Source: an optimization exercise on an open RTL-to-GDS flow (aim: small area, a short achievable clock period and few clock cycles per item). Production flows keep margins and buffers that such runs may drop.
The RTL was checked by simulation tests, not by an equivalence proof against the original design.
Power is estimated from default activity; no workload was simulated.

==> design.v <==
module division_signed_32(clock, start, operand1, operand2, result, finish, illegal);
	input clock;
	input start;
	input [31:0] operand1, operand2;
	output [63:0] result;
	output finish;
	output illegal;
	reg [31:0] X;       
	reg [31:0] Z;       
	reg [31:0] Qo;      
	reg [4:0]  cnt;
	reg        chk, busy, done;
	reg        sA, sB, sQ;
	reg [4:0]  lX, lZ;  
	function [4:0] len31(input [30:0] x);
		integer i;
		begin
			len31 = 5'd0;
			for (i = 0; i < 31; i = i + 1)
				if (x[i]) len31 = i + 1;
		end
	endfunction
	wire [32:0] ya = {X[31], X};
	wire [32:0] yb = {Z[31], Z};
	wire        cin = ~sQ;
	wire [32:0] p = ya ^ yb;
	wire [32:0] o = ya | yb;
	wire [32:0] g0 = (ya & yb) | {32'd0, p[0] & cin};
	wire [32:0] gg [0:6];
	wire [32:0] pp [0:6];
	assign gg[0] = g0;
	assign pp[0] = p;
	genvar l, i;
	generate
		for (l = 0; l < 6; l = l + 1) begin : up
			for (i = 0; i < 33; i = i + 1) begin : b
				if (((i + 1) % (2 << l)) == 0) begin : n
					assign gg[l+1][i] = gg[l][i] | (pp[l][i] & gg[l][i - (1 << l)]);
					assign pp[l+1][i] = pp[l][i] & pp[l][i - (1 << l)];
				end else begin : t
					assign gg[l+1][i] = gg[l][i];
					assign pp[l+1][i] = pp[l][i];
				end
			end
		end
	endgenerate
	wire [32:0] dg [0:6];
	assign dg[6] = gg[6];
	generate
		for (l = 5; l >= 0; l = l - 1) begin : dn
			for (i = 0; i < 33; i = i + 1) begin : b
				if (l < 5 && i >= 3 * (1 << l) - 1 && ((i + 1 - (1 << l)) % (2 << l)) == 0) begin : n
					assign dg[l][i] = dg[l+1][i] | (pp[l][i] & dg[l+1][i - (1 << l)]);
				end else begin : t
					assign dg[l][i] = dg[l+1][i];
				end
			end
		end
	endgenerate
	wire [32:0] V = p ^ {dg[0][31:0], cin};
	wire        vz = ~|(p ^ {o[31:0], cin});
	wire        acc = sA ? (V[32] | vz) : ~V[32];
	wire [5:0]  k = {1'b0, lX} - {1'b0, lZ};
	wire [31:0] Za = (Z << k[4:0]) | ({32{~sQ}} & ~(32'hFFFFFFFF << k[4:0]));
	wire        quickL = (lX < lZ) & ~(sA & ~sB & (lX + 5'd1 == lZ));
	wire        bz = (lZ == 5'd0) & ~sB;
	wire        kend = sQ ? k[5] : (k == 6'd0);
	always @(posedge clock) begin
		sA <= operand1[31];
		sB <= operand2[31];
		sQ <= operand1[31] ^ operand2[31];
		lX <= len31(operand1[30:0] ^ {31{operand1[31]}});
		lZ <= len31(operand2[30:0] ^ {31{operand2[31]}});
		chk <= start;
		Z <= start ? operand2 ^ {32{~(operand1[31] ^ operand2[31])}} : chk ? Za : {Z[31], Z[31:1]};
		cnt <= chk ? k[4:0] : cnt - 5'd1;
		if (start) begin
			X <= operand1;
			Qo <= 32'd0;
			busy <= 1'b0;
			done <= 1'b0;
		end else if (chk) begin
			if (quickL | ~acc) begin
				done <= 1'b1;
			end else if (bz) begin
				Qo <= {{31{~sA}}, 1'b1};
				done <= 1'b1;
			end else if (kend) begin
				X <= V[31:0];
				Qo <= {{31{sQ}}, 1'b1};
				done <= 1'b1;
			end else begin
				if (sQ) X <= V[31:0];
				Qo <= {32{sQ}};
				busy <= 1'b1;
			end
		end else if (busy) begin
			if (acc) X <= V[31:0];
			Qo <= {Qo[30:0], acc ^ sQ};
			if (cnt == 5'd0) begin
				busy <= 1'b0;
				done <= 1'b1;
			end
		end
	end
	assign finish = done | (chk & quickL);
	assign result = {X, Qo};
	wire [7:0] z1;
	wire [1:0] z2;
	generate
		for (i = 0; i < 8; i = i + 1) begin : zl1
			nor4_t u(.a(operand2[4*i+3:4*i]), .y(z1[i]));
		end
		for (i = 0; i < 2; i = i + 1) begin : zl2
			nand4_t u(.a(z1[4*i+3:4*i]), .y(z2[i]));
		end
	endgenerate
	assign illegal = ~|z2;
endmodule
module nor4_t(input [3:0] a, output y);
	assign y = ~|a;
endmodule
module nand4_t(input [3:0] a, output y);
	assign y = ~&a;
endmodule
==> flow/run.sh <==
#!/bin/bash
# The standard flow, except that the port buffers start as buf_1 cells
# (the resizer still upsizes them where timing needs it).
set -euo pipefail
bash standard.sh synth > synth.log 2>&1
export BUFFER_PORTS_ARGS="-buffer_cell sky130_fd_sc_hd__buf_1"
bash standard.sh > layout.log 2>&1
==> standard.sh <==
#!/bin/bash
# synth_recipe.tcl (not shown) runs the flow's synth.tcl, then flattens the netlist and writes it again
# the make line also repeats each setting of config.mk as NAME=value (left out here)
make -C /OpenROAD-flow-scripts/flow DESIGN_CONFIG=/design/flow/config.mk WORK_HOME=/design/flow/orfs CLKGATE_MAP_FILE= SYNTH_SCRIPT=/design/flow/synth_recipe.tcl "${@:-finish}"
==> config.mk <==
export PLATFORM = sky130hd
export DESIGN_NAME = division_signed_32
export DESIGN_NICKNAME = division_signed_32
export VERILOG_FILES = /design/flow/design.v
export SDC_FILE = /design/flow/constraint.sdc
export NUM_CORES = 4
export LEC_CHECK = 0
export ABC_AREA = 1
export CAP_MARGIN = 20
export CORE_MARGIN = 2
export CORE_UTILIZATION = 55
export CTS_BUF_LIST = sky130_fd_sc_hd__clkbuf_8
export SETUP_SLACK_MARGIN = 3
export SLEW_MARGIN = 20
export SYNTH_HIERARCHICAL = 1
==> constraint.sdc <==
create_clock -name core_clock -period 6.5 [get_ports {clock}]
set_input_delay 1.3000 -clock core_clock [delete_from_list [all_inputs] [get_ports {clock}]]
set_output_delay 1.3000 -clock core_clock [all_outputs]
set_load 0.01 [all_outputs]
==> notes.md, run 1 <==
The run finished with no timing, DRC or antenna violations. The leakage power is 5.81 nW. The final number of max-transition violations came out at 0. Dividing total power by cell area gives a power density of 411 nW/um^2. The number of antenna-violating nets in the routed design is 0. The critical path data required time came out at 6.68 ns.

The flip-flop and latch count after synthesis came out at 117. TritonCTS built the clock tree. The most frequent cell after synthesis is sky130_fd_sc_hd__nand2_1.

The worst-case clock skew came out at 0.0163 ns. The net count of the mapped netlist came out at 1,740. The number of I/O pins came out at 132. The first-pass GRT wire length is 55,500 um.

The HPWL reported at the end of detailed placement came out at 26,900 um. The count of input and output buffers is 131. In this run the vertical extent of the chip is 144 um. The timing-limited maximum frequency came out at 0.282 GHz.

Ranked by instance count, the synthesized netlist is headed by 447 x sky130_fd_sc_hd__nand2_1, 185 x sky130_fd_sc_hd__inv_1, 136 x sky130_fd_sc_hd__o21ai_0, 124 x sky130_fd_sc_hd__nor2_1. The post-layout minimum cycle time came out at 3.54 ns. The reported net switching power is 2.59 mW. The switching share of power is 50.7%. The final layout contains routed wiring with a total length of 36,400 um. The proportion of synthesized area in mux cells came out at 2.80%. The worst-case reg-to-reg path depth is 21.

The number of inserted filler cells in the final layout is 1,867. The clock slew seen by the registers of the worst setup and hold paths is 0.08 ns. The synthesized design spends more area on one cell type than any other, namely sky130_fd_sc_hd__dfxtp_1. Setup violations remaining at the end of the flow were counted as 0. The type of the most critical hold path is reg2reg. The sort of element at the end of the critical path is a register. The number of warnings printed during yosys synthesis is 7. The peak ir drop on the vdd network is 0.206 mV. The detailed router finished its first iteration with 767 violations. The floorplan core area is 19,300 um^2. The transition time of the tightest slew-check pin is 0.798 ns. The adder-cell area share of the yosys netlist came out at 11.5%. The CTS root buffer is sky130_fd_sc_hd__clkbuf_8. The routed wire length per instance is 18.3 um. With fillers left out, the area of the finished cells amounts to 12,400 um^2. The sort of element at the start of the critical path is a register. The proportion of synthesized flip-flops having asynchronous set or reset came out at 0%. The synthesized netlist cell count is 1,586.

The TritonCTS sink count is 117. The initial antenna violation count is 0. Compared with the post-synthesis result, the final layout area differs by 15.4%.

Before antenna repair, the detailed router went through 6 iterations. The proportion of synthesized chip area in sequential cells is 24.9%. The number of synthesized flops with an enable pin came out at 33.

The count of vias placed by the detailed router came out at 11,000. The clock power share came out at 13.4%. The final count of hold timing violations is 0. After detailed placement, the total cell area comes to 11,300 um^2. Across the whole layout, storage elements account for 2690 um^2. The number of global-route vias before repair came out at 10,100. The distinct cell type count of the synthesized netlist is 53. The area share of the largest cell type after synthesis came out at 15.7%.

The post-route netlist has 11.0% of its cells at a drive strength greater than 1. The number of nets in the final layout came out at 1,871. Dividing the synthesized area by the synthesized cell count gives 6.77 um^2. The final sum of negative setup slack came out at 0 ns. After Yosys synthesis, XOR and XNOR cells account for 8.24% of the synthesized area. The tool flagged a number of max-cap violations equal to 0.

The count of unresolved DRC violations after routing is 0. The starting utilization of the core area came out at 55.5%. The combinational family with the most area after synthesis is simple AND/OR/NAND/NOR gates. The die area is 20,700 um^2. Per report_power, the sequential group accounts for 26.0% of the total.

The standard-cell row count came out at 51. The number of diodes is 0. The power share of the combinational group is 60.6%. The number of buffers added by the clock tree synthesis step is 17. Summed over all layers, the global routing overflow is 0. The cell area after synthesis came out at 10,700 um^2. The final estimated routing congestion in global placement came out at 0.950.

The area taken by multi-input logic gates came out at 7130 um^2. The maximum fanout along the worst path is 7. The worst-skew pair later-pin latency is 0.47 ns.

Internal power comes to 2.51 mW. The synthesized netlist devotes 27.0% of its cell area to simple gates. The synthesized netlist devotes 15.4% of its cell area to compound gates. The largest net degree at the start of global routing came out at 52.

The number of cells on the worst hold path is 1. The vias per cell came out at 5.50. The headroom to the max-slew limit came out at 46.8%. The prevailing post-synth register cell is sky130_fd_sc_hd__dfxtp_1. The worst setup path is of the reg2reg kind.

Setup repair after global routing could not meet its margin everywhere. The H-tree depth came out at 4. The global router's overall resource usage came out at 35.2%. The ratio of final minimum period to clock period is 54.5%.

The number of hold-repair buffers added at the cts stage came out at 0. The longest clock path from root to sink contains 2 buffers. The worst endpoint data arrival time came out at 3.73 ns. In the post-synthesis netlist, the biggest area contributors are sky130_fd_sc_hd__dfxtp_1 16%, sky130_fd_sc_hd__nand2_1 16%, sky130_fd_sc_hd__edfxtp_1 9.2%. The horizontal die dimension is 144 um.
==> routing by layer <==
metal / vias up / track usage, % / part of all wire [%]
met3: 103 / 7.30 / 6.7
li1: 5398 / - / -
met1: 5046 / 44.8 / 42
met2: 431 / 57.6 / 47
met4: 0 / 15.6 / 4.5
met5: - / 0 / 0
==> power groups by stage <==
stage                     clock network, mW  logic, mW  registers [mW]
after detailed placement                  0       2.70            1.33
final                                 0.682       3.09            1.33
after global routing                  0.724       3.39            1.36
after floorplan                           0       1.92            1.30
after CTS                             0.689       2.87            1.32
after global placement                    0       2.68            1.33
==> worst max-delay path: stages (launching register included) <==
cell and delay, ns:
sky130_fd_sc_hd__dfxtp_1 0.57, sky130_fd_sc_hd__inv_1 0.14, sky130_fd_sc_hd__ha_1 0.38, sky130_fd_sc_hd__nand2_1 0.11, sky130_fd_sc_hd__inv_1 0.04, sky130_fd_sc_hd__a221oi_1 0.29, sky130_fd_sc_hd__nand2_2 0.10, sky130_fd_sc_hd__nand3_2 0.07
sky130_fd_sc_hd__nand2_2 0.06, sky130_fd_sc_hd__a21oi_2 0.17, sky130_fd_sc_hd__inv_2 0.09, sky130_fd_sc_hd__nand4_4 0.08, sky130_fd_sc_hd__nand3b_1 0.12, sky130_fd_sc_hd__nand2_2 0.08, sky130_fd_sc_hd__nand2_2 0.06, sky130_fd_sc_hd__nand2_4 0.13
sky130_fd_sc_hd__nand2_8 0.08, sky130_fd_sc_hd__o21ai_2 0.12, sky130_fd_sc_hd__nand2_2 0.10, sky130_fd_sc_hd__buf_6 0.14, sky130_fd_sc_hd__a21oi_4 0.17, sky130_fd_sc_hd__buf_6 0.17
==> registers in the layout (all words and copies together), names as in the netlist <==
register	cells
sQ	1
chk	1
sA	1
done	1
lX	5
Z	32
sB	1
busy	1
cnt	5
Qo	32
lZ	5
X	32
==> cells in the final DEF (no fill, tap or decap), types with 6 or more instances in the layout <==
cell type                  Yosys  layout
sky130_fd_sc_hd__a221o_1       9       9
sky130_fd_sc_hd__inv_1       185     176
sky130_fd_sc_hd__dfxtp_1      84      76
sky130_fd_sc_hd__ha_1         70      69
sky130_fd_sc_hd__nand2_2       7      13
sky130_fd_sc_hd__nor2_1      124     121
sky130_fd_sc_hd__fa_1         18      14
sky130_fd_sc_hd__inv_2         2       8
sky130_fd_sc_hd__nor4_1        6       6
sky130_fd_sc_hd__o211ai_1     15      15
sky130_fd_sc_hd__xnor2_1      84      83
sky130_fd_sc_hd__o22ai_1       7       7
sky130_fd_sc_hd__buf_12        0       7
sky130_fd_sc_hd__clkbuf_8      1      17
sky130_fd_sc_hd__a21oi_1      45      43
sky130_fd_sc_hd__edfxtp_1     33      33
sky130_fd_sc_hd__o21ai_1      30      30
sky130_fd_sc_hd__nand4_1       6       6
sky130_fd_sc_hd__o21ai_0     136     133
sky130_fd_sc_hd__buf_4         0      37
sky130_fd_sc_hd__o221ai_1      8       8
sky130_fd_sc_hd__mux2i_1      30      30
sky130_fd_sc_hd__xor2_1       17      17
sky130_fd_sc_hd__nor3_1       12      10
sky130_fd_sc_hd__nor2_2       30      33
sky130_fd_sc_hd__nand3_1      51      50
sky130_fd_sc_hd__dfxtp_2       0       7
sky130_fd_sc_hd__inv_6         0       7
sky130_fd_sc_hd__nand2_1     447     440
sky130_fd_sc_hd__buf_1        11     126
==> path summary, 6_finish.rpt <==
check             slack (ns)            from        endpoint
setup / recovery        2.96   Z[10]$_DFF_P_  X[9]$_DFFE_PP_
hold / removal          0.50  cnt[0]$_DFF_P_  cnt[0]$_DFF_P_
setup reg to reg        2.96   Z[10]$_DFF_P_  X[9]$_DFFE_PP_
hold reg to reg         0.50  cnt[0]$_DFF_P_  cnt[0]$_DFF_P_
==> modules after synthesis, one instance, submodules excluded <==
module | area [um^2] | flip-flops and latches
nor4_t | 26.3 | 0
nand4_t | 18.8 | 0
division_signed_32 | 10500 | 117
==> area by class of cell <==
type	count	share of cell area, %
Clock inverter	15	1.25
Multi-Input combinational cell	1205	57.5
Clock buffer	17	1.89
Timing Repair inverter	3	0.182
Tap cell	265	2.68
Sequential cell	117	21.7
Timing Repair Buffer	183	8.84
Inverter	190	5.95
==> repair_timing <==
item	4_1_cts	5_1_grt
hold endpoints to repair	0	0
cloned	7	3
pin swaps	13	14
setup buffers	18	16
setup endpoints to repair	83	71
resized for setup	35	31
==> through the flow <==
stage | utilization (%) | setup slack (ns) | power [mW] | cells | hold WS (ns)
after detailed placement | 58.6 | 2.13 | 4.03 | 1919 | 0.488
after floorplan | - | 2.98 | 3.21 | 1586 | 0.450
final | 64.1 | 2.96 | 5.10 | 1995 | 0.500
after CTS | 62.6 | 2.97 | 4.88 | 1976 | 0.502
after global routing | 64.1 | 2.80 | 5.48 | 1995 | 0.540
after global placement | 58.6 | 2.18 | 4.01 | 1919 | 0.482
==> cells by family after synthesis <==
kind of cell,count (synthesis)
AOI/OAI and AO/OA,284
xor gates and xnor gates,101
adders and majority gates,88
buffers and inverters,266
DFF,117
muxes,30
and+or+nand+nor,700
Testbench counts, summed over its fixed seeds: cycles 14,209, items 2,048.
==> run 2, diff against run 1 <==
--- a/config.mk
+++ b/config.mk
@@ -6,5 +6,4 @@
 export NUM_CORES = 4
 export LEC_CHECK = 0
-export ABC_AREA = 1
 export CAP_MARGIN = 20
 export CORE_MARGIN = 2
==> notes.md, run 2 <==
The run finished with no timing, DRC or antenna violations. Of all nets on the critical path, the largest fanout is 3. The switching share of power is 45.9%. The die is 144 um tall. The die area came out at 20,800 um^2. The proportion of synthesized flip-flops having asynchronous set or reset is 0%. The category of the critical setup timing path is reg2reg.

The synthesized netlist cell count is 1,379. The number of buffers added by the clock tree synthesis step came out at 17. The wire-length estimate of the detail-placed layout is 23,800 um. The final layout contains 1,652 nets.

After detailed routing, the average wire length per cell comes to 19.0 um. The timing-limited maximum frequency is 0.261 GHz. The worst-skew pair later-pin latency came out at 0.48 ns. The clock network is responsible for 14.6% of the overall power. The power share of the combinational group is 59.7%. From left edge to right edge, the die measures 144 um. Summed over all instances, the cell type with the most area after synthesis is sky130_fd_sc_hd__dfxtp_1.

The area share of the largest cell type after synthesis is 15.6%. TritonCTS built the clock tree. The number of placed instances, taps included, is 1,704.

The critical path data required time is 6.73 ns. The library cell used most frequently in the layout, excluding fill and tap cells, is sky130_fd_sc_hd__nand2_1. On the final layout, the worst clock skew is 0.0200 ns. The CTS root buffer is sky130_fd_sc_hd__clkbuf_8. After layout, the minimum clock period comes to 3.83 ns.

The number of warnings printed during yosys synthesis came out at 7. After synthesis the netlist holds a flip-flop and latch count of 117. The number of hold-repair buffers added at the cts stage came out at 0.

Setup repair after global routing could not meet its margin everywhere. Clock-pin slew was measured on the worst setup and hold paths at 0.09 ns. Using the TritonRoute via totals, the vias-per-cell ratio works out to 5.98. The share of power burned in registers came out at 25.7%. The final estimated routing congestion in global placement came out at 0.985. The standard-cell row count is 51.

Across all setup checks in the final design, the least slack found is 2.67 ns. The number of I/O pins came out at 132. The proportion of synthesized chip area in sequential cells is 24.7%. The leakage power is 5.14 nW. Headroom to the max-slew limit came out at 36.5%. The synthesis-to-finish area growth is 16.2%. The violation count after the first detailed-route iteration is 1,184. The net count of the mapped netlist came out at 1,533. The worst setup path is captured at a register.

The cell area after synthesis is 10,800 um^2. The min-delay analysis places its worst path in the category reg2reg. A synthesized cell averages 7.84 um^2.

In the layout the commonest cells are 160 x sky130_fd_sc_hd__nand2_1, 139 x sky130_fd_sc_hd__o21ai_0, 128 x sky130_fd_sc_hd__a21oi_1. The post-placement worst setup slack is 2.12 ns. For this design, the sink count on the clock tree is 117. Yosys attributes the largest share of cell area to sky130_fd_sc_hd__dfxtp_1 16%, sky130_fd_sc_hd__edfxtp_1 9.2%, sky130_fd_sc_hd__ha_1 8.1%. The largest registers in the layout are Qo (32), X (32), Z (32). The distinct cell type count of the synthesized netlist came out at 70.

The H-tree depth is 4. The worst-case clock buffer depth is 2. Counting instances in the post-synthesis netlist gives the leading cell types as 160 x sky130_fd_sc_hd__nand2_1, 146 x sky130_fd_sc_hd__o21ai_0, 134 x sky130_fd_sc_hd__a21oi_1, 92 x sky130_fd_sc_hd__inv_1, 92 x sky130_fd_sc_hd__nor2_1.

Entering global routing, the biggest net connects 89 pins. The utilization of the core after routing is 64.7%. At the pin with the least slew margin, the transition time is 0.947 ns. The count of unresolved DRC violations after routing came out at 0. The repair_antennas step left the layout with diodes totalling 0. The power density over cell area is 372 nW/um^2. The final sum of negative setup slack came out at 0 ns.

In the post-synthesis netlist, the cell with the most instances is sky130_fd_sc_hd__nand2_1. The share of post-route cells with drive strength above 1 is 13.2%. The first global-routing pass estimated 51,900 um of wire. The overflow left after global routing came out at 0. The count of nets left with antenna violations once routing finished came out at 0. The final count of hold timing violations came out at 0.

The number of maximum-capacitance violations came out at 0. The number of endpoints failing setup at the final stage is 0. The worst endpoint data arrival time came out at 4.06 ns. The internal cell power came out at 2.52 mW.

The peak ir drop on the vdd network is 0.274 mV. The starting utilization of the core area is 55.7%. After layout, the worst path uses 58.9% of the clock period. The reported net switching power is 2.14 mW. The initial antenna violation count came to 0. The sort of element at the start of the critical path is a register.

In this run, synthesis inferred 33 flip-flops with an integrated enable. The count of vias placed by the detailed router came out at 10,600. The floorplan core area is 19,400 um^2. The most used flip-flop cell after synthesis is sky130_fd_sc_hd__dfxtp_1. The final wirelength came out at 33,700 um. The detailed-router iteration count before antenna repair is 7.

The global router's overall resource usage came out at 32.3%. The final number of max-transition violations is 0. Buffers placed on the I/O ports in this run total 131. The post-route non-filler standard cell count is 1,776. The number of global-route vias before repair is 9,496. The total power of the final layout is 4.67 mW.
## run 2: worst max-delay path, cell delays in order (launching register included)
cell and delay [ns]:
sky130_fd_sc_hd__edfxtp_1 0.40, sky130_fd_sc_hd__inv_2 0.09, sky130_fd_sc_hd__fa_2 0.21, sky130_fd_sc_hd__inv_2 0.04
sky130_fd_sc_hd__fa_2 0.33, sky130_fd_sc_hd__a21o_1 0.16, sky130_fd_sc_hd__a21o_1 0.16, sky130_fd_sc_hd__a21o_1 0.20
sky130_fd_sc_hd__a31o_4 0.27, sky130_fd_sc_hd__a21oi_2 0.17, sky130_fd_sc_hd__a21boi_4 0.23, sky130_fd_sc_hd__o21bai_1 0.12
sky130_fd_sc_hd__a21o_1 0.19, sky130_fd_sc_hd__a21o_1 0.18, sky130_fd_sc_hd__fa_1 0.39, sky130_fd_sc_hd__xor2_1 0.17
sky130_fd_sc_hd__mux2_2 0.26
## run 2: layer usage
layer | vias up | track usage [%] | part of all wire [%]
met5 | - | 0 | 0
met4 | 0 | 8.79 | 2.4
met3 | 54 | 5.53 | 8.1
met2 | 425 | 51.1 | 45
met1 | 5001 | 45.6 | 44
li1 | 5142 | - | -
## run 2: cell type report
type	count	area, um^2
sequential	117	2680
multi-input combinational	1092	7840
clock inverter	15	151
clock buffer	17	234
timing repair buffer	176	972
fill	1765	6840
inverter	94	353
tap	265	332
## run 2: cell families (layout without fill, tap and decap cells)
| kind of cell | count (synthesis) | after routing | share of synthesized area, % |
|---|---|---|---|
| xor+xnor | 98 | 98 | 7.94 |
| buf+inv | 178 | 302 | 6.60 |
| flops | 117 | 117 | 24.7 |
| fa+ha+maj | 88 | 88 | 11.4 |
| simple gates | 426 | 426 | 18.7 |
| compound gates | 413 | 421 | 22.7 |
| mux | 59 | 59 | 7.83 |
## run 2: path summary, 6_finish.rpt
kind / from / cells past startpoint / slack, ns / to
worst max-delay path: X[0]$_DFFE_PP_ / 16 / 2.67 / X[31]$_DFFE_PP_
worst min-delay path: Qo[31]$_SDFFE_PP0P_ / 2 / 0.46 / Qo[31]$_SDFFE_PP0P_
worst max register to register: X[0]$_DFFE_PP_ / 16 / 2.67 / X[31]$_DFFE_PP_
worst min register to register: Qo[31]$_SDFFE_PP0P_ / 2 / 0.46 / Qo[31]$_SDFFE_PP0P_
## run 2: timing repair
| item | 4_1_cts | 5_1_grt |
|---|---|---|
| buffers inserted | 27 | 5 |
| pin swaps | 24 | 24 |
| resized for setup | 43 | 58 |
| endpoints found under the setup margin | 90 | 96 |
| gates cloned | 8 | 0 |
| hold endpoints to repair | 0 | 0 |
## run 2: modules after synthesis, one instance, submodules excluded
module	cell area, um^2	cells	copies in the design	flip-flops and latches
division_signed_32	10700	1369	1	117
nor4_t	12.5	1	8	0
nand4_t	6.26	1	2	0
## run 2: through the flow
step / cell area (um^2) / hold WS, ns
finish: 12600 / 0.465
global route: 12600 / 0.492
CTS: 12300 / 0.469
detailed placement: 11500 / 0.457
global placement: 11500 / 0.442
floorplan: 10800 / 0.431
## run 2: power by group through the flow
| stage | Combinational, mW | Sequential (mW) | Clock (mW) |
|---|---|---|---|
| global placement | 2.33 | 1.21 | 0 |
| CTS | 2.61 | 1.20 | 0.683 |
| floorplan | 1.71 | 1.20 | 0 |
| finish | 2.79 | 1.20 | 0.680 |
| global route | 3.04 | 1.23 | 0.713 |
| detailed placement | 2.35 | 1.22 | 0 |
==> run 3, diff against run 2 <==
--- a/config.mk
+++ b/config.mk
@@ -6,9 +6,10 @@
 export NUM_CORES = 4
 export LEC_CHECK = 0
+export ABC_AREA = 1
 export CAP_MARGIN = 20
 export CORE_MARGIN = 2
-export CORE_UTILIZATION = 55
+export CORE_UTILIZATION = 60
 export CTS_BUF_LIST = sky130_fd_sc_hd__clkbuf_8
-export SETUP_SLACK_MARGIN = 3
+export SETUP_SLACK_MARGIN = 3.2
 export SLEW_MARGIN = 20
 export SYNTH_HIERARCHICAL = 1
==> notes.md, run 3 <==
Across the run, the number of max-cap violations was 0. The area share of the largest cell type after synthesis is 15.7%. In this run the number of H-tree levels came out at 4.

Detailed placement ended at an HPWL of 26,500 um. 132 I/O pins were placed. STA classifies the critical path startpoint as a register.

The total power of the final layout came out at 5.52 mW. In the final routed layout, each cell accounts on average for 19.7 um. The top cell types in the final layout, fill and taps aside, are 427 x sky130_fd_sc_hd__nand2_1, 175 x sky130_fd_sc_hd__inv_1, 126 x sky130_fd_sc_hd__o21ai_0. The maximum fanout along the worst path came out at 8. The synthesized netlist cell count came out at 1,586. The largest net degree at the start of global routing came out at 51. The finished cells cover 13,000 um^2. Setup repair after global routing could not meet its margin everywhere. The violation count after the first detailed-route iteration came out at 1,351. For this run, the register share of the synthesized area comes to 24.9%.

The average size of a mapped cell is 6.77 um^2. The largest area contributor in the synthesized netlist is sky130_fd_sc_hd__dfxtp_1. The TritonCTS clock tree is done.

The final number of max-transition violations came to 0. In this run switching power makes up 50.7% of total power. The worst-skew pair later-pin latency is 0.48 ns. The number of nets in the final layout is 1,893.

The number of synthesized flops with an enable pin came out at 33. The power share of the combinational group is 63.1%. The distinct cell type count of the synthesized netlist is 53. The first-pass GRT wire length is 57,700 um.

The horizontal die dimension came out at 138 um. The number of inserted filler cells in the final layout came out at 1,369. The count of vias placed by the detailed router came out at 11,600. The cell area after synthesis is 10,700 um^2. The clock passes through at most 2 buffers.

The sort of element at the end of the critical path is a register. The number of nets in the synthesized netlist is 1,740. The number of warnings printed during yosys synthesis came out at 7. The number of global-route vias before repair was 10,700.

By count the netlist is led by 447 x sky130_fd_sc_hd__nand2_1, 185 x sky130_fd_sc_hd__inv_1, 136 x sky130_fd_sc_hd__o21ai_0, 124 x sky130_fd_sc_hd__nor2_1. The die area came out at 19,000 um^2. Using the TritonRoute via totals, the vias-per-cell ratio works out to 5.86. Setup violations remaining at the end of the flow were counted as 0. The largest registers in the layout are Qo (32), X (32), Z (32). The area of placed instances came out at 11,300 um^2. The sequential cells in the finished layout cover a total of 2680 um^2.

The clock power share came out at 12.5%. The clock slew seen by the registers of the worst setup and hold paths is 0.08 ns. The peak ir drop on the vdd network came out at 0.296 mV. The power density over cell area came out at 424 nW/um^2.

The cell sitting at the root of the clock tree is a sky130_fd_sc_hd__clkbuf_8. The critical path in this run is classified as reg2reg. The final estimated routing congestion in global placement came out at 1.01.

The floorplan core area came out at 17,400 um^2. The analysis attributes to cell leakage a power of 6.07 nW. The run finished with no timing, DRC or antenna violations. The starting utilization of the core area is 61.7%. The final count of hold timing violations is 0. In this run the tightest slew margin relative to its limit is 43.4%. By area the synthesized netlist is led by sky130_fd_sc_hd__dfxtp_1 16%, sky130_fd_sc_hd__nand2_1 16%, sky130_fd_sc_hd__edfxtp_1 9.2%. For this design, the sink count on the clock tree is 117. Among all cell types in the netlist, the one instantiated most often is sky130_fd_sc_hd__nand2_1.

The area taken by multi-input logic gates came out at 7490 um^2. The global router's overall resource usage is 40.1%. The transition time of the tightest slew-check pin came out at 0.845 ns. The worst endpoint data arrival time is 3.80 ns.

The share of post-route cells with drive strength above 1 is 14.8%. The timing-limited maximum frequency came out at 0.276 GHz. The share of power burned in registers came out at 24.4%. After detailed routing, the number of remaining DRC violations is 0. The tightest min-delay check is of the reg2reg type. The internal cell power came out at 2.72 mW. Counting flops and latches in the post-synthesis netlist gives 117. The ratio of final minimum period to clock period came out at 55.7%.

For the worst setup path, the data required time is 6.68 ns. For this block, the routed nets add up to 39,000 um of wire. Counting I/O delays and the setup requirement, the final critical path takes 3.62 ns. The synthesis-to-finish area growth is 21.4%.

TritonCTS created 17 clock buffers. For this design the total switching power over the nets is 2.80 mW. The overflow left after global routing is 0. The number of antenna-violating nets in the routed design came out at 0. The library cell used most frequently in the layout, excluding fill and tap cells, is sky130_fd_sc_hd__nand2_1. The standard-cell row count is 48. The detailed-router iteration count before antenna repair came out at 6. The worst-case clock skew came out at 0.0268 ns. The height of the die came out at 138 um.

0 antenna diodes ended up in the layout. The initial antenna violation count came out at 0. The final sum of negative setup slack came out at 0 ns. The prevailing post-synth register cell is sky130_fd_sc_hd__dfxtp_1.

The count of input and output buffers came out at 131. The proportion of synthesized flip-flops having asynchronous set or reset came out at 0%.
==> run 3: per-module statistics from Yosys, one instance, submodules excluded <==
module | flops+latches | copies in the design | cell area, um^2 | cells
division_signed_32 | 117 | 1 | 10500 | 1520
nor4_t | 0 | 8 | 26.3 | 7
nand4_t | 0 | 2 | 18.8 | 5
==> run 3: layer usage <==
layer	wire [um]	share of wire [%]	up-vias	track usage, %
met5	0	0	-	0
met4	2130	5.4	0	18.9
met3	3590	9.2	165	9.05
met2	17800	46	665	64.0
met1	15500	40	5315	51.6
li1	-	-	5443	-
==> run 3: critical path, stage by stage (launching register included) <==
cell and delay (ns):
sky130_fd_sc_hd__dfxtp_1 0.59, sky130_fd_sc_hd__inv_1 0.16, sky130_fd_sc_hd__ha_1 0.35, sky130_fd_sc_hd__inv_1 0.08, sky130_fd_sc_hd__nor3_1 0.05, sky130_fd_sc_hd__nor2_1 0.21, sky130_fd_sc_hd__nand2_1 0.10, sky130_fd_sc_hd__a221o_1 0.35
sky130_fd_sc_hd__a21oi_1 0.22, sky130_fd_sc_hd__nand3b_1 0.14, sky130_fd_sc_hd__nand2_1 0.09, sky130_fd_sc_hd__nand2_2 0.06, sky130_fd_sc_hd__nand2_4 0.11, sky130_fd_sc_hd__buf_4 0.12, sky130_fd_sc_hd__buf_6 0.10, sky130_fd_sc_hd__nand2_4 0.08
sky130_fd_sc_hd__a21oi_4 0.27, sky130_fd_sc_hd__clkbuf_16 0.23
==> run 3: final timing paths <==
check / from / to / slack, ns / cells after the start
setup / recovery: Z[18]$_DFF_P_ / X[4]$_DFFE_PP_ / 2.88 / 17
hold / removal: cnt[0]$_DFF_P_ / cnt[0]$_DFF_P_ / 0.50 / 1
setup reg to reg: Z[18]$_DFF_P_ / X[4]$_DFFE_PP_ / 2.88 / 17
hold reg to reg: cnt[0]$_DFF_P_ / cnt[0]$_DFF_P_ / 0.50 / 1
==> run 3: area by class of cell <==
class	instances	share of cell area, %
Sequential cell	117	20.6
Multi-Input combinational cell	1205	57.4
Timing Repair Buffer	204	10.6
Tap cell	225	2.16
Timing Repair inverter	4	0.499
Inverter	190	5.73
Clock inverter	15	1.17
Clock buffer	17	1.80
==> run 3: cells by family (layout without fill, tap and decap cells) <==
group                    count (synthesis)  in the layout  share of synthesized area [%]
XOR/XNOR                               101            101                           8.24
AND/OR/NAND/NOR                        700            700                           27.0
AO/OA/AOI/OAI                          284            286                           15.4
buffers and inverters                  266            430                           10.1
adder cells (fa/ha/maj)                 88             88                           11.5
flip-flops                             117            117                           24.9
multiplexers                            30             30                           2.80
==> run 3: metrics by stage <==
step	setup slack [ns]	utilization [%]	hold WS, ns	std cells
finish	2.88	74.8	0.497	1977
global route	2.76	74.8	0.540	1977
CTS	3.01	72.3	0.498	1962
detailed placement	2.16	64.8	0.489	1879
global placement	2.28	64.7	0.477	1879
floorplan	2.98	-	0.450	1586
==> run 3: what timing repair did <==
| item | CTS | global route |
|---|---|---|
| gates resized for setup | 99 | 90 |
| buffers inserted | 41 | 12 |
| hold buffers | 0 | 0 |
| pin swaps | 33 | 33 |
| endpoints found under the setup margin | 89 | 91 |
| cloned | 10 | 3 |
==> run 3: power by group through the flow <==
stage	combinational, mW	sequential (mW)	clock, mW
finish	3.48	1.35	0.690
global route	3.77	1.37	0.715
CTS	3.13	1.32	0.678
global placement	2.63	1.34	0
detailed placement	2.67	1.34	0
floorplan	1.92	1.30	0
==> run 4, diff against run 3 <==
--- a/design.v
+++ b/design.v
@@ -62,5 +62,6 @@
 	wire        acc = sA ? (V[32] | vz) : ~V[32];
 	wire [5:0]  k = {1'b0, lX} - {1'b0, lZ};
-	wire [31:0] Za = (Z << k[4:0]) | ({32{~sQ}} & ~(32'hFFFFFFFF << k[4:0]));
+	wire [31:0] Z0 = operand2 ^ {32{~(operand1[31] ^ operand2[31])}};
+	wire [31:0] Za = (Z0 << k[4:0]) | ({32{~sQ}} & ~(32'hFFFFFFFF << k[4:0]));
 	wire        quickL = (lX < lZ) & ~(sA & ~sB & (lX + 5'd1 == lZ));
 	wire        bz = (lZ == 5'd0) & ~sB;
@@ -73,5 +74,5 @@
 		lZ <= len31(operand2[30:0] ^ {31{operand2[31]}});
 		chk <= start;
-		Z <= start ? operand2 ^ {32{~(operand1[31] ^ operand2[31])}} : chk ? Za : {Z[31], Z[31:1]};
+		Z <= start ? Z0 : chk ? Za : {Z[31], Z[31:1]};
 		cnt <= chk ? k[4:0] : cnt - 5'd1;
 		if (start) begin
--- a/config.mk
+++ b/config.mk
@@ -9,7 +9,7 @@
 export CAP_MARGIN = 20
 export CORE_MARGIN = 2
-export CORE_UTILIZATION = 60
+export CORE_UTILIZATION = 55
 export CTS_BUF_LIST = sky130_fd_sc_hd__clkbuf_8
-export SETUP_SLACK_MARGIN = 3.2
+export SETUP_SLACK_MARGIN = 3
 export SLEW_MARGIN = 20
 export SYNTH_HIERARCHICAL = 1
==> notes.md, run 4 <==
The final estimated routing congestion in global placement is 1.03. The startpoint identified for the worst register-to-register timing path is Z[24]$_DFF_P_. The average size of a mapped cell came out at 6.81 um^2.

The internal cell power came out at 2.75 mW. The post-synthesis xor/xnor area fraction came out at 10.3%. Tracing the worst setup path back leads to its startpoint at Z[24]$_DFF_P_. The TritonCTS sink count came out at 117.

Sequential cells burn 25.0% of the power. The number of synthesized flops with an enable pin came out at 33. The height of the die is 143 um. Of all flip-flops after synthesis, the portion carrying an async set or reset was 0%. The most critical setup path has its endpoint at X[3]$_DFFE_PP_. The tool flagged a number of max-cap violations equal to 0. The clock power share is 16.7%.

The proportion of synthesized area in mux cells is 0.756%. After synthesis the netlist holds a flip-flop and latch count of 117. Global routing used 32.9% of the available tracks across all layers. The number of diodes is 0. In this run the remaining antenna-violating nets after routing total 0.

sky130_fd_sc_hd__dfxtp_1 takes more of the synthesized area than any other cell. The category of cells accounting for the largest share of critical-path delay is simple AND/OR/NAND/NOR gates. The overflow left after global routing came out at 0. No sink is reached through more buffers than the 2 on the longest clock path. The proportion of synthesized chip area in sequential cells came out at 25.2%. The count of unresolved DRC violations after routing is 0.

The top cell types in the final layout, fill and taps aside, are 431 x sky130_fd_sc_hd__nand2_1, 171 x sky130_fd_sc_hd__inv_1, 153 x sky130_fd_sc_hd__o21ai_0. Setup repair after global routing could not meet its margin everywhere. The first detailed-routing pass took 7 iterations. The number of I/O pins came out at 132.

The adder-cell area share of the yosys netlist is 11.7%. Of all nets on the critical path, the largest fanout is 5. The post-route netlist has 10.8% of its cells at a drive strength greater than 1. The largest net degree at the start of global routing came out at 60. The final count of hold timing violations is 0. The final sum of negative setup slack came out at 0 ns. Counting instances, the worst hold path has a depth of 1. The utilization of the core after routing came out at 66.1%.

The simple-gate share of the synthesized area came out at 26.0%. The layout has 1,773 filler cells. The peak ir drop on the vdd network is 0.165 mV. The number of nets in the final layout came out at 1,849.

Once detailed placement completed, the half-perimeter wirelength came to 24,200 um. The standard-cell row count came out at 50. The number of endpoints failing setup at the final stage is 0. The synthesis-to-finish area growth is 17.4%.

The largest registers in the layout are Qo (32), X (32), Z (32). The worst endpoint data arrival time came out at 3.71 ns. The count of input and output buffers came out at 131. The final number of max-transition violations came out at 0.

The initial antenna violation count is 0. In this run the power spent charging and discharging nets is 2.44 mW. Counting every net in the synthesized netlist gives 1,709. The floorplan core area came out at 18,800 um^2. The worst path buffer plus inverter count is 3. Across all register-to-register paths, the minimum setup slack is 2.96 ns. The critical path crosses 15 cells after its start point. At the pin with the least slew margin, the transition time is 0.888 ns. The tightest hold margin is 0.505 ns.

The power share of the combinational group came out at 58.3%. The worst setup path is of the reg2reg kind. The tightest min-delay check is of the reg2reg type.

The clock slew seen by the registers of the worst setup and hold paths is 0.07 ns. The timing-limited maximum frequency is 0.282 GHz. After synthesis, the cell types taking the most area are sky130_fd_sc_hd__dfxtp_1 16%, sky130_fd_sc_hd__nand2_1 16%, sky130_fd_sc_hd__edfxtp_1 9.4%.

The signal on the critical path passes through inv_1 > ha_1 > xnor2_1 > nor4b_1 > nand4_1 > nor3_2 > nand4_1 > nand2_1 > nand2_2 > nand2_4 > nand2_2 > o21ai_4 > and2_4 > buf_12 > buf_12. The critical path data required time is 6.67 ns. In the synthesized netlist the dominant register cell turns out to be sky130_fd_sc_hd__dfxtp_1. The H-tree depth is 4.

In this run the most critical hold path is launched from cnt[0]$_DFF_P_. The worst-case clock skew is 0.0194 ns. Counting instances in the post-synthesis netlist gives the leading cell types as 440 x sky130_fd_sc_hd__nand2_1, 178 x sky130_fd_sc_hd__inv_1, 163 x sky130_fd_sc_hd__o21ai_0, 122 x sky130_fd_sc_hd__nor2_1, 97 x sky130_fd_sc_hd__xnor2_1. The worst register-to-register path has a depth of 15.

The count of vias placed by the detailed router came out at 11,000. Counting I/O delays and the setup requirement, the final critical path takes 3.54 ns. The number of global-route vias before repair came to 9,772.

The tree is rooted in a sky130_fd_sc_hd__clkbuf_8. The sort of element at the end of the critical path is a register. The vias per cell came out at 5.58. The routed wire length per instance came out at 17.6 um. The number of warnings printed during yosys synthesis is 7. Once the floorplan was initialized, standard cells occupied 56.2% of the core.

The area share of the largest cell type after synthesis is 15.9%. The switching share of power came out at 47.0%. The cell area after synthesis came out at 10,600 um^2. The largest individual stage delay along the critical path comes from the cell sky130_fd_sc_hd__dfxtp_1. The number of buffers added by the clock tree synthesis step came out at 17. The violation count after the first detailed-route iteration is 1,150. The synthesized netlist devotes 16.2% of its cell area to compound gates. The worst-skew pair later-pin latency is 0.46 ns. The TritonCTS clock tree is done. The synthesized netlist cell count came out at 1,555.

The leakage power came out at 5.79 nW. The first-pass GRT wire length is 52,100 um. The distinct cell type count of the synthesized netlist is 50. The worst setup path is launched from a register. In the finished design, the share of the clock period the worst path needs comes to 54.5%. The combinational family with the most area after synthesis is simple AND/OR/NAND/NOR gates. The worst pin sits at a relative slew slack of 40.4%.

The power density over cell area is 417 nW/um^2. The die area came out at 20,400 um^2. In this run the critical register-to-register path is captured at X[3]$_DFFE_PP_. In the post-synthesis netlist, the cell with the most instances is sky130_fd_sc_hd__nand2_1. The flow ran to the end and the layout has no timing, DRC or antenna violations. The most common cell after layout, fill and taps aside is sky130_fd_sc_hd__nand2_1. The horizontal die dimension came out at 143 um.

Summed over all layers, the routed wires come to 34,600 um. In this design, the stage delay of the slowest critical-path cell is 0.48 ns.
==> run 4: changes by cell type after synthesis, moves of 7 or more <==
cell	before	now
sky130_fd_sc_hd__nand2_1	447	440
sky130_fd_sc_hd__o221ai_1	8	28
sky130_fd_sc_hd__mux2i_1	30	8
sky130_fd_sc_hd__o21ai_0	136	163
sky130_fd_sc_hd__buf_1	11	2
sky130_fd_sc_hd__o21ai_1	30	20
sky130_fd_sc_hd__xor2_1	17	27
sky130_fd_sc_hd__nand3_1	51	32
sky130_fd_sc_hd__a21oi_1	45	32
sky130_fd_sc_hd__inv_1	185	178
sky130_fd_sc_hd__xnor2_1	84	97
sky130_fd_sc_hd__nor2_2	30	10
sky130_fd_sc_hd__a221o_1	9	0
==> run 4: timing repair <==
action                                  CTS  global route
setup buffers                            18            22
resized for setup                        36            53
pin swaps                                 9            22
endpoints found under the setup margin   95            91
gates cloned                              4             5
hold buffers                              0             0
==> run 4: power groups by stage <==
stage	Combinational (mW)	Sequential [mW]	Clock, mW
2_1_floorplan	1.93	1.31	0
3_3_place_gp	2.61	1.30	0
3_5_place_dp	2.65	1.30	0
4_1_cts	2.80	1.29	0.875
5_1_grt	3.35	1.33	0.902
6_report	3.03	1.30	0.865
==> run 4: metal layers <==
metal | wire (um) | up-vias | track usage [%]
met5 | 0 | - | 0
met2 | 15100 | 560 | 50.5
met4 | 976 | 0 | 10.6
li1 | - | 5331 | -
met1 | 15400 | 5013 | 46.4
met3 | 3120 | 78 | 6.91
==> run 4: worst reg2reg max path: cells and delay by family, from the launching register on <==
kind / cells / cell delay, ns
AO/OA/AOI/OAI: 1 / 0.21
flip-flops: 1 / 0.48
AND/OR/NAND/NOR: 9 / 1.69
buffers and inverters: 3 / 0.36
XOR/XNOR: 1 / 0.15
adder cells (fa/ha/maj): 1 / 0.36
==> run 4: cells by family (layout without fill, tap and decap cells) <==
family / Yosys count / after routing
and+or+nand+nor: 666 / 672
AOI/OAI and AO/OA: 295 / 295
buffers and inverters: 257 / 404
xor gates and xnor gates: 124 / 124
DFF: 117 / 117
adders and majority gates: 88 / 88
muxes: 8 / 8
==> run 4: how the worst min path moves through the flow <==
stage / endpoint / slack, ns
final: cnt[0]$_DFF_P_ / 0.50
after global routing: cnt[0]$_DFF_P_ / 0.55
after detailed placement: busy$_SDFFE_PP0P_ / 0.49
after global placement: busy$_SDFFE_PP0P_ / 0.47
after CTS: busy$_SDFFE_PP0P_ / 0.50
after floorplan: cnt[0]$_DFF_P_ / 0.45
==> run 4: Yosys stat by module, one instance, submodules excluded <==
module / flip-flops and latches / copies in the design
nand4_t: 0 / 2
division_signed_32: 117 / 1
nor4_t: 0 / 8
==> run 4: area by class of cell <==
| cell class | count | area [um^2] | area share [%] |
|---|---|---|---|
| multi-input combinational | 1187 | 7160 | 57.6 |
| sequential | 117 | 2680 | 21.5 |
| timing repair buffer | 186 | 1050 | 8.47 |
| inverter | 185 | 712 | 5.72 |
| tap | 260 | 325 | 2.62 |
| clock inverter | 15 | 262 | 2.10 |
| clock buffer | 17 | 234 | 1.88 |
| timing repair inverter | 1 | 7.51 | 0.0604 |
==> run 4: stage by stage <==
step           std cells  area (um^2)  setup slack [ns]  total power [mW]
2_1_floorplan       1555        10600              3.10              3.24
3_3_place_gp        1886        11200              1.86              3.91
3_5_place_dp        1887        11200              1.96              3.95
4_1_cts             1941        12100              3.00              4.96
5_1_grt             1968        12400              2.90              5.58
6_report            1968        12400              2.96              5.19
Testbench counts of run 4, summed over its fixed seeds: cycles 14,209, items 2,048.
==> run 5, diff against run 4 <==
--- a/design.v
+++ b/design.v
@@ -59,5 +59,19 @@
 	endgenerate
 	wire [32:0] V = p ^ {dg[0][31:0], cin};
-	wire        vz = ~|(p ^ {o[31:0], cin});
+	wire [32:0] zt = ~(p ^ {o[31:0], cin});
+	wire [10:0] zn1;
+	wire [3:0]  zp2;
+	wire        nvz;
+	generate
+		for (i = 0; i < 11; i = i + 1) begin : zv1
+			nand3_t u(.a(zt[3*i+2:3*i]), .y(zn1[i]));
+		end
+		for (i = 0; i < 3; i = i + 1) begin : zv2
+			nor3_t u(.a(zn1[3*i+2:3*i]), .y(zp2[i]));
+		end
+	endgenerate
+	nor2_t u_zv2(.a(zn1[10:9]), .y(zp2[3]));
+	nand4_t u_zv3(.a(zp2), .y(nvz));
+	wire        vz = ~nvz;
 	wire        acc = sA ? (V[32] | vz) : ~V[32];
 	wire [5:0]  k = {1'b0, lX} - {1'b0, lZ};
@@ -125,2 +139,11 @@
 	assign y = ~&a;
 endmodule
+module nand3_t(input [2:0] a, output y);
+	assign y = ~&a;
+endmodule
+module nor3_t(input [2:0] a, output y);
+	assign y = ~|a;
+endmodule
+module nor2_t(input [1:0] a, output y);
+	assign y = ~|a;
+endmodule
==> notes.md, run 5 <==
The number of endpoints failing setup at the final stage is 0. In this run the static leakage power is 5.91 nW. The final count of hold timing violations is 0. The largest net degree at the start of global routing is 45. The height of the die came out at 143 um. The stage delay of the slowest cell on the critical path is 0.38 ns. The timing-limited maximum frequency is 0.286 GHz. Clock tree synthesis inserted a total of 17 buffers. The overflow left after global routing came out at 0.

The critical path starts at lX[0]$_SDFF_PP1_. The count of unresolved DRC violations after routing came out at 0. The violation count after the first detailed-route iteration is 966. The worst-skew pair later-pin latency came out at 0.46 ns. The synthesis-to-finish area growth came out at 17.3%.

The number of nets in the final layout came out at 1,844. The number of synthesized flops with an enable pin came out at 33. The path class of the tightest hold or removal check is reg2reg. The number of global-route vias before repair is 9,719. 132 I/O pins were placed.

The final estimated routing congestion in global placement came out at 0.984. The mapped netlist covers 10,700 um^2. Setup repair after global routing could not meet its margin everywhere. The floorplan step defined a die boundary enclosing 20,600 um^2. The standard-cell row count is 50. Across all register-to-register paths, the minimum setup slack is 3.03 ns.

The critical-path cell with the highest stage delay is sky130_fd_sc_hd__a2111o_1. The setup path with the least slack is of type reg2out. Traced cell by cell, the critical path runs through buf_6 > ha_4 > xor2_1 > a2111o_1 > o41ai_4 > o21ai_1 > buf_2.

In this run the standard cell core region covers 18,900 um^2. Sequential cells were found to cover 25.0% of the synthesized design area. When the netlist entered floorplanning its net count stood at 1,714.

The prevailing post-synth register cell is sky130_fd_sc_hd__dfxtp_1. The critical path data required time came out at 5.20 ns. The distinct cell type count of the synthesized netlist came out at 52. The clock slew seen by the registers of the worst setup and hold paths is 0.09 ns.

The final wirelength came out at 33,600 um. The endpoint identified for the worst register-to-register timing path is X[16]$_DFFE_PP_. In the layout the commonest cells are 420 x sky130_fd_sc_hd__nand2_1, 176 x sky130_fd_sc_hd__inv_1, 126 x sky130_fd_sc_hd__buf_1. The average size of a mapped cell is 6.85 um^2.

The largest registers in the layout are Qo (32), X (32), Z (32). The area share of the largest cell type after synthesis is 15.7%. Clock tree synthesis selected as its root buffer the cell sky130_fd_sc_hd__clkbuf_8.

The final route contains 10,800 vias. In this run the critical register-to-register path is launched from X[0]$_DFFE_PP_. The peak ir drop on the vdd network is 0.186 mV. The largest area contributor in the synthesized netlist is sky130_fd_sc_hd__dfxtp_1. The power density over cell area is 395 nW/um^2. The number of hold-repair buffers added at the cts stage is 0. The Yosys step of the flow raised 7 warnings. The flip-flop and latch count after synthesis came out at 117. The routed wire length per instance is 17.1 um. The number of inserted filler cells in the final layout came out at 1,740. The proportion of synthesized flip-flops having asynchronous set or reset came out at 0%. STA classifies the critical path endpoint as a primary output.

The share of post-route cells with drive strength above 1 is 12.3%. Port buffering added 131 buffers. The HPWL reported at the end of detailed placement is 24,000 um.

The worst-case reg-to-reg path depth came out at 25. In this run the worst setup path terminates at finish. The vias per cell is 5.49. The synthesized netlist cell count is 1,561.

The number of antenna diodes in the final layout is 0. By area the synthesized netlist is led by sky130_fd_sc_hd__dfxtp_1 16%, sky130_fd_sc_hd__nand2_1 15%, sky130_fd_sc_hd__edfxtp_1 9.3%. Of all nets on the critical path, the largest fanout is 2.

By count the netlist is led by 431 x sky130_fd_sc_hd__nand2_1, 184 x sky130_fd_sc_hd__inv_1, 93 x sky130_fd_sc_hd__o21ai_0, 92 x sky130_fd_sc_hd__nor2_1. The final number of max-transition violations is 0. For the pin with the worst max-slew slack, the measured transition is 0.915 ns.

The worst path in the final design needs a cycle of 3.49 ns, including I/O delays and setup. The worst endpoint data arrival time came out at 2.19 ns. The worst-case clock skew came out at 0.0167 ns. The first global-routing pass estimated 50,800 um of wire. The worst-case clock buffer depth came out at 2.

The number of maximum-capacitance violations came out at 0. The worst setup path is launched from a register. The H-tree depth came out at 4. The TritonCTS clock tree is done. The flow ran to the end and the layout has no timing, DRC or antenna violations. The headroom to the max-slew limit came out at 39.0%. The TritonCTS sink count is 117.

The starting utilization of the core area is 56.6%. The detailed-router iteration count before antenna repair came out at 6. Leaving out fill and tap cells, the most frequent cell in the layout is sky130_fd_sc_hd__nand2_1. The utilization of the core after routing is 66.3%. The final sum of negative setup slack came out at 0 ns. The ratio of final minimum period to clock period is 53.7%.

The initial antenna violation count came to 0. The most frequent cell after synthesis is sky130_fd_sc_hd__nand2_1. The number of antenna-violating nets in the routed design is 0.

The global router's overall resource usage came out at 31.8%. The horizontal die dimension came out at 143 um.
run 5: how the worst min path moves through the flow:
stage	startpoint	endpoint	slack (ns)	cells after the start
after detailed placement	Qo[31]$_SDFFE_PP0P_	Qo[31]$_SDFFE_PP0P_	0.48	2
final	cnt[0]$_DFF_P_	cnt[0]$_DFF_P_	0.50	1
after global placement	cnt[0]$_DFF_P_	cnt[0]$_DFF_P_	0.48	1
after global routing	cnt[0]$_DFF_P_	cnt[0]$_DFF_P_	0.52	1
after CTS	busy$_SDFFE_PP0P_	busy$_SDFFE_PP0P_	0.50	2
after floorplan	cnt[0]$_DFF_P_	cnt[0]$_DFF_P_	0.45	1
run 5: cell type report:
cell class / instances / area [um^2] / share of cell area, %
Multi-Input combinational cell: 1175 / 7250 / 57.8
Sequential cell: 117 / 2690 / 21.4
Timing Repair Buffer: 181 / 1100 / 8.80
Inverter: 198 / 769 / 6.14
Tap cell: 260 / 325 / 2.60
Clock buffer: 17 / 234 / 1.87
Clock inverter: 15 / 158 / 1.26
Timing Repair inverter: 1 / 8.76 / 0.0699
run 5: Yosys stat by module, one instance, submodules excluded:
| module | flops+latches | copies in the design | cell area [um^2] |
|---|---|---|---|
| division_signed_32 | 117 | 1 | 10300 |
| nand3_t | 0 | 11 | 5.00 |
| nand4_t | 0 | 3 | 18.8 |
| nor2_t | 0 | 1 | 3.75 |
| nor3_t | 0 | 3 | 17.5 |
| nor4_t | 0 | 8 | 26.3 |
run 5: routing by layer:
layer | vias to the layer above | share of wire (%) | GRT usage (%)
li1 | 5301 | - | -
met1 | 4925 | 43 | 43.0
met2 | 472 | 44 | 48.7
met3 | 87 | 9.4 | 7.40
met4 | 0 | 3.7 | 13.5
met5 | - | 0 | 0
run 5: where the power goes:
part           total, mW  leakage (nW)  internal, mW  switching [mW]
Clock              0.696         0.195         0.319           0.377
Combinational       2.99          4.69          1.17            1.83
Sequential          1.27          1.03          1.03           0.240
run 5: kinds of logic after synthesis:
group                      count (synthesis)  synth area share [%]
muxes                                      7                 0.656
xor gates and xnor gates                 141                  11.6
adders and majority gates                 87                  11.5
and+or+nand+nor                          656                  25.9
AOI/OAI and AO/OA                        282                  15.3
buffers and inverters                    271                  10.2
DFF                                      117                  25.0
run 5: through the flow:
stage / setup WS [ns] / cells / power (mW) / cell area [um^2] / hold slack, ns
final: 3.01 / 1964 / 4.96 / 12500 / 0.499
after global routing: 2.89 / 1964 / 5.35 / 12500 / 0.522
after CTS: 2.79 / 1944 / 4.79 / 12100 / 0.499
after detailed placement: 1.75 / 1893 / 3.92 / 11300 / 0.484
after global placement: 1.68 / 1893 / 3.91 / 11300 / 0.479
after floorplan: 2.79 / 1561 / 3.26 / 10700 / 0.450
run 5: what timing repair did:
action                     in CTS  in global routing
gates resized for setup        43                 55
setup endpoints to repair     108                 92
pin swaps                       8                 13
buffers inserted               14                 14
gates cloned                    5                  6
run 5: critical path, delay by kind of cell (launching register included):
kind                     cells  cell delay, ns
buffers and inverters        2            0.28
AO/OA/AOI/OAI                3            0.75
XOR/XNOR                     1            0.13
flip-flops                   1            0.34
adder cells (fa/ha/maj)      1            0.22
Testbench counts of run 5, summed over its fixed seeds: cycles 14,209, items 2,048.
==> run 6, diff against run 5 <==
--- a/design.v
+++ b/design.v
@@ -26,5 +26,8 @@
 	wire [32:0] p = ya ^ yb;
 	wire [32:0] o = ya | yb;
-	wire [32:0] g0 = (ya & yb) | {32'd0, p[0] & cin};
+	wire [32:0] g = ya & yb;
+	wire [32:0] g0;
+	assign g0[32:1] = g[32:1];
+	gc_t u_g0(.gh(g[0]), .ph(p[0]), .gl(cin), .g(g0[0]));
 	wire [32:0] gg [0:6];
 	wire [32:0] pp [0:6];
@@ -36,6 +39,6 @@
 			for (i = 0; i < 33; i = i + 1) begin : b
 				if (((i + 1) % (2 << l)) == 0) begin : n
-					assign gg[l+1][i] = gg[l][i] | (pp[l][i] & gg[l][i - (1 << l)]);
-					assign pp[l+1][i] = pp[l][i] & pp[l][i - (1 << l)];
+					gpc_t u(.gh(gg[l][i]), .ph(pp[l][i]), .gl(gg[l][i - (1 << l)]), .pl(pp[l][i - (1 << l)]),
+					        .g(gg[l+1][i]), .p(pp[l+1][i]));
 				end else begin : t
 					assign gg[l+1][i] = gg[l][i];
@@ -51,5 +54,5 @@
 			for (i = 0; i < 33; i = i + 1) begin : b
 				if (l < 5 && i >= 3 * (1 << l) - 1 && ((i + 1 - (1 << l)) % (2 << l)) == 0) begin : n
-					assign dg[l][i] = dg[l+1][i] | (pp[l][i] & dg[l+1][i - (1 << l)]);
+					gc_t u(.gh(dg[l+1][i]), .ph(pp[l][i]), .gl(dg[l+1][i - (1 << l)]), .g(dg[l][i]));
 				end else begin : t
 					assign dg[l][i] = dg[l+1][i];
@@ -139,4 +142,11 @@
 	assign y = ~&a;
 endmodule
+module gpc_t(input gh, input ph, input gl, input pl, output g, output p);
+	assign g = gh | (ph & gl);
+	assign p = ph & pl;
+endmodule
+module gc_t(input gh, input ph, input gl, output g);
+	assign g = gh | (ph & gl);
+endmodule
 module nand3_t(input [2:0] a, output y);
 	assign y = ~&a;
==> notes.md, run 6 <==
The post-layout minimum cycle time came out at 3.38 ns. The largest registers in the layout are Qo (32), X (32), Z (32). The share of power burned in registers came out at 25.1%. Leaving out fill and tap cells, the most frequent cell in the layout is sky130_fd_sc_hd__nand2_1. The final estimated routing congestion in global placement is 0.961. The worst-skew pair later-pin latency is 0.46 ns. The leakage power is 5.99 nW. The number of warnings printed during yosys synthesis is 7. The number of nets in the final layout is 1,894. The final wirelength is 32,500 um.

The largest net degree at the start of global routing came out at 78. The CTS root buffer is sky130_fd_sc_hd__clkbuf_8. The clock power share came out at 13.1%. The switching share of power came out at 49.1%. The worst setup path is of the in2out kind. In the final layout, the share of cells above drive strength 1 is 8.71%. The setup check on the worst reg-to-reg path leaves a slack of 3.12 ns. The violation count after the first detailed-route iteration came out at 892. Timing analysis after detailed placement gives a worst setup slack of 2.15 ns. The synthesis-to-finish area growth is 15.2%. STA classifies the critical path startpoint as an input pin. The HPWL reported at the end of detailed placement is 23,400 um. The floorplan core area is 19,400 um^2. Setup violations remaining at the end of the flow were counted as 0. The tightest min-delay check is of the reg2reg type. Pin placement for this block handled 132 I/O pins. The height of the die came out at 144 um. The critical path data required time came out at 5.20 ns. Summing over every cut layer, the via total after detailed routing is 10,700. The count of input and output buffers is 131. The reported net switching power came out at 2.54 mW. In this run the horizontal extent of the chip is 144 um. The average size of a mapped cell came out at 6.66 um^2.

Setup repair after global routing could not meet its margin everywhere. The first-pass GRT wire length is 49,700 um. The worst-case clock buffer depth came out at 2. The count of unresolved DRC violations after routing came out at 0. The final sum of negative setup slack is 0 ns. When the netlist entered floorplanning its net count stood at 1,766. The ratio of final minimum period to clock period is 52.0%. The post-route worst setup slack came out at 3.12 ns. The transition time of the tightest slew-check pin came out at 1.02 ns. The starting utilization of the core area is 55.9%.

The die covers 20,800 um^2. The number of cells on the worst hold path came out at 2. VDD sags by at most 0.241 mV.

The number of buffers added by the clock tree synthesis step came out at 17. The clock slew seen by the registers of the worst setup and hold paths is 0.08 ns. The vias per cell is 5.25. TritonCTS built the clock tree. Headroom to the max-slew limit came out at 31.4%. The number of global-route vias before repair came out at 9,432. Synthesis handed over a netlist of 1,627 instances.

The overflow left after global routing is 0. The filler cells instantiated in the layout total 1,855. The routed wire length per instance is 16.0 um. The H-tree generated during clock tree synthesis spans 4 levels.

For this design, the CTS-stage hold fixing added 0 buffers. The standard-cell row count is 51. The global router's overall resource usage came out at 31.0%. The final number of max-transition violations is 0.

For this run, the detailed router's first-pass iteration total came to 6. Combinational logic is responsible for 61.8% of the overall power. The maximum fanout along the worst path is 3. In the layout the commonest cells are 480 x sky130_fd_sc_hd__nand2_1, 256 x sky130_fd_sc_hd__inv_1, 128 x sky130_fd_sc_hd__o21ai_0. The worst endpoint data arrival time is 2.08 ns. The run finished with no timing, DRC or antenna violations. The timing-limited maximum frequency is 0.296 GHz.

The sort of element at the end of the critical path is a primary output. The internal cell power is 2.64 mW. The worst-case reg-to-reg path depth came out at 16.

The power density over cell area is 415 nW/um^2. The number of antenna-violating nets in the routed design came out at 0. The number of diodes came out at 0. The final count of hold timing violations came out at 0. The initial antenna violation count is 0. The number of maximum-capacitance violations came out at 0. On the final layout, the worst clock skew is 0.0276 ns. The TritonCTS sink count is 117. The cell area after synthesis is 10,800 um^2.
run 6: stage by stage:
step | cells | hold WS (ns) | total power [mW] | area [um^2] | util, %
2_1_floorplan | 1627 | 0.430 | 3.50 | 10800 | -
3_3_place_gp | 1968 | 0.439 | 4.21 | 11400 | 58.9
3_5_place_dp | 1968 | 0.453 | 4.23 | 11400 | 58.9
4_1_cts | 2008 | 0.468 | 5.01 | 12000 | 62.1
5_1_grt | 2033 | 0.493 | 5.66 | 12500 | 64.3
6_report | 2033 | 0.462 | 5.18 | 12500 | 64.3
run 6: area by class of cell:
type | count | area, um^2 | share of cell area (%)
Sequential cell | 117 | 2680 | 21.5
Clock buffer | 17 | 234 | 1.88
Timing Repair inverter | 1 | 5.00 | 0.0401
Clock inverter | 15 | 145 | 1.16
Tap cell | 265 | 332 | 2.66
Multi-Input combinational cell | 1168 | 6980 | 55.9
Timing Repair Buffer | 179 | 1080 | 8.66
Inverter | 271 | 1020 | 8.20
run 6: worst paths after layout:
kind / endpoint / startpoint
min reg2reg: done$_SDFFE_PP0P_ / done$_SDFFE_PP0P_
max reg2reg: Z[28]$_DFF_P_ / lX[0]$_SDFF_PP1_
min: done$_SDFFE_PP0P_ / done$_SDFFE_PP0P_
max: illegal / operand2[6]
run 6: per-layer routing:
| metal | GRT usage (%) | vias to the layer above | part of all wire, % | routed length (um) |
|---|---|---|---|---|
| met5 | 0 | - | 0 | 0 |
| met4 | 11.1 | 0 | 3.1 | 1020 |
| met3 | 5.93 | 64 | 7.7 | 2510 |
| met2 | 45.8 | 424 | 42 | 13800 |
| met1 | 44.8 | 4765 | 47 | 15200 |
| li1 | - | 5426 | - | - |
run 6: critical path, stage by stage:
cell,delay [ns]
sky130_fd_sc_hd__buf_1,0.19
sky130_fd_sc_hd__inv_1,0.09
sky130_fd_sc_hd__nand2_1,0.05
sky130_fd_sc_hd__nor2_1,0.08
sky130_fd_sc_hd__nand2_1,0.05
sky130_fd_sc_hd__inv_1,0.06
sky130_fd_sc_hd__nand2_1,0.05
sky130_fd_sc_hd__nor2_1,0.08
sky130_fd_sc_hd__buf_2,0.13
run 6: repair_timing:
| action | CTS | global route |
|---|---|---|
| resized for setup | 29 | 48 |
| pin swaps | 3 | 16 |
| endpoints found under the setup margin | 94 | 90 |
| setup buffers | 3 | 21 |
| cloned | 5 | 3 |
run 6: power groups by stage:
stage	Sequential [mW]	Combinational, mW	Clock, mW
detailed placement	1.31	2.93	0
finish	1.30	3.20	0.679
global placement	1.30	2.91	0
CTS	1.29	3.03	0.685
floorplan	1.33	2.17	0
global route	1.34	3.61	0.715
Testbench counts of run 6, summed over its fixed seeds: cycles 14,209, items 2,048.
==> run 7, diff against run 6 <==
--- a/config.mk
+++ b/config.mk
@@ -11,5 +11,5 @@
 export CORE_UTILIZATION = 55
 export CTS_BUF_LIST = sky130_fd_sc_hd__clkbuf_8
-export SETUP_SLACK_MARGIN = 3
+export SETUP_SLACK_MARGIN = 3.2
 export SLEW_MARGIN = 20
 export SYNTH_HIERARCHICAL = 1
==> notes.md, run 7 <==
Summing all non-filler instances in the final layout gives an area of 13,100 um^2. The sort of element at the end of the critical path is a primary output. The count of unresolved DRC violations after routing is 0. IR analysis of the VDD net gives a maximum drop of 0.196 mV. Cells with a size suffix above 1 make up 14.2% of the layout. The number of maximum-capacitance violations came out at 0. Buffers placed on the I/O ports in this run total 131. The worst setup path is launched from a register. Entering global routing, the biggest net connects 78 pins. In this design, the critical path's most frequently occurring cell is sky130_fd_sc_hd__inv_2.

The maximum fanout along the worst path came out at 3. The stage delay of the slowest cell on the critical path is 0.38 ns. The violation count after the first detailed-route iteration is 989.

TritonCTS built the clock tree. The overflow left after global routing came out at 0. The number of diodes is 0. The critical path goes through inv_2 > ha_4 > inv_2 > fa_2 > nand2_2 > inv_2 > nand2_2 > nand2_1 > nand2_1 > o211ai_1 > o21ai_1 > buf_2. The final sum of negative setup slack is 0 ns. The synthesized netlist cell count came out at 1,627. The post-layout minimum cycle time came out at 3.42 ns. The vias per cell is 5.36. The ratio of final minimum period to clock period came out at 52.7%. Leaving out fill and tap cells, the most frequent cells in the layout are 469 x sky130_fd_sc_hd__nand2_1, 244 x sky130_fd_sc_hd__inv_1, 118 x sky130_fd_sc_hd__o21ai_0. The worst setup path is of the reg2out kind.

The power density over cell area is 410 nW/um^2. The number of endpoints failing setup at the final stage is 0. The final estimated routing congestion in global placement is 0.999. The worst-case clock skew came out at 0.0273 ns. The initial utilization of the core area, before any placement, comes to 55.9%. The area of placed instances came out at 11,500 um^2. The floorplan core area is 19,400 um^2. Wires add up to 33,900 um.

The height of the die came out at 144 um. The worst endpoint data arrival time is 2.12 ns. The average size of a mapped cell is 6.66 um^2. In this run, CTS created clock tree buffers numbering 17. The run finished with no timing, DRC or antenna violations. The initialized floorplan defines 51 standard-cell rows. The H-tree depth came out at 4. The library cell used most frequently in the layout, excluding fill and tap cells, is sky130_fd_sc_hd__nand2_1. The worst-skew pair later-pin latency came out at 0.48 ns. The final count of hold timing violations came out at 0. The number of global-route vias before repair is 9,775. The net count of the mapped netlist is 1,766.

The clock slew seen by the registers of the worst setup and hold paths is 0.08 ns. For this run, the top clock speed supported by timing is 0.292 GHz. The met1 demand-to-capacity share in global routing came out at 46.2%. For this design, the slowest cell found on the critical path is sky130_fd_sc_hd__dfxtp_4. The final number of max-transition violations is 0.
[run 7: final timing paths]
| check | endpoint | slack, ns | startpoint | depth (start not counted) |
|---|---|---|---|---|
| max | finish | 3.08 | lX[0]$_SDFF_PP1_ | 12 |
| min reg2reg | done$_SDFFE_PP0P_ | 0.46 | done$_SDFFE_PP0P_ | 2 |
| min | done$_SDFFE_PP0P_ | 0.46 | done$_SDFFE_PP0P_ | 2 |
| max reg2reg | X[10]$_DFFE_PP_ | 3.12 | lX[0]$_SDFF_PP1_ | 18 |
[run 7: stage by stage]
| stage | util (%) | setup WS (ns) | instances | total power [mW] | hold WS, ns |
|---|---|---|---|---|---|
| 6_report | 67.4 | 3.08 | 2051 | 5.36 | 0.461 |
| 5_1_grt | 67.4 | 2.96 | 2051 | 5.82 | 0.472 |
| 3_3_place_gp | 59.1 | 1.74 | 1969 | 4.23 | 0.440 |
| 4_1_cts | 64.1 | 3.05 | 2030 | 5.16 | 0.459 |
| 2_1_floorplan | - | 3.21 | 1627 | 3.52 | 0.430 |
| 3_5_place_dp | 59.1 | 1.79 | 1969 | 4.26 | 0.445 |
[run 7: where the power goes]
group          internal, mW  leakage [nW]  total [mW]  switching [mW]
clock network         0.357         0.209       0.743           0.386
registers              1.07          1.03        1.30           0.230
logic                  1.32          5.04        3.31            1.99
total                  2.75          6.29        5.36            2.61
[run 7: worst max-delay path, delay by kind of cell (launching register included)]
family,cells,cell delay (ns)
and+or+nand+nor,4,0.26
AOI/OAI and AO/OA,2,0.25
DFF,1,0.38
adders and majority gates,2,0.46
buffers and inverters,4,0.30
[run 7: layer usage]
| layer | vias to the layer above | wire length [um] |
|---|---|---|
| met1 | 4955 | 15400 |
| met4 | 0 | 964 |
| met5 | - | 0 |
| li1 | 5477 | - |
| met3 | 85 | 2940 |
| met2 | 476 | 14600 |
[run 7: cell type report]
cell class	count	area (um^2)
timing repair buffer	196	1340
clock buffer	17	234
inverter	271	1040
tap	265	332
sequential	117	2680
clock inverter	15	178
fill	1776	6320
timing repair inverter	1	5.00
multi-input combinational	1169	7270
[run 7: timing repair]
item                                   4_1_cts  5_1_grt
endpoints found under the hold margin        0        0
setup endpoints to repair                   99       98
gates cloned                                 6        3
hold buffers                                 0        0
resized for setup                           58      158
pin swaps                                   15       34
setup buffers                               23       18

Check on run 7: ideal ports give 3.076 ns setup slack; a clkbuf_16 on the clock port and buf_2 on the inputs give 3.031 ns; moving port delays by the midpoint clock arrival (0.516 ns) as well gives 2.682 ns.
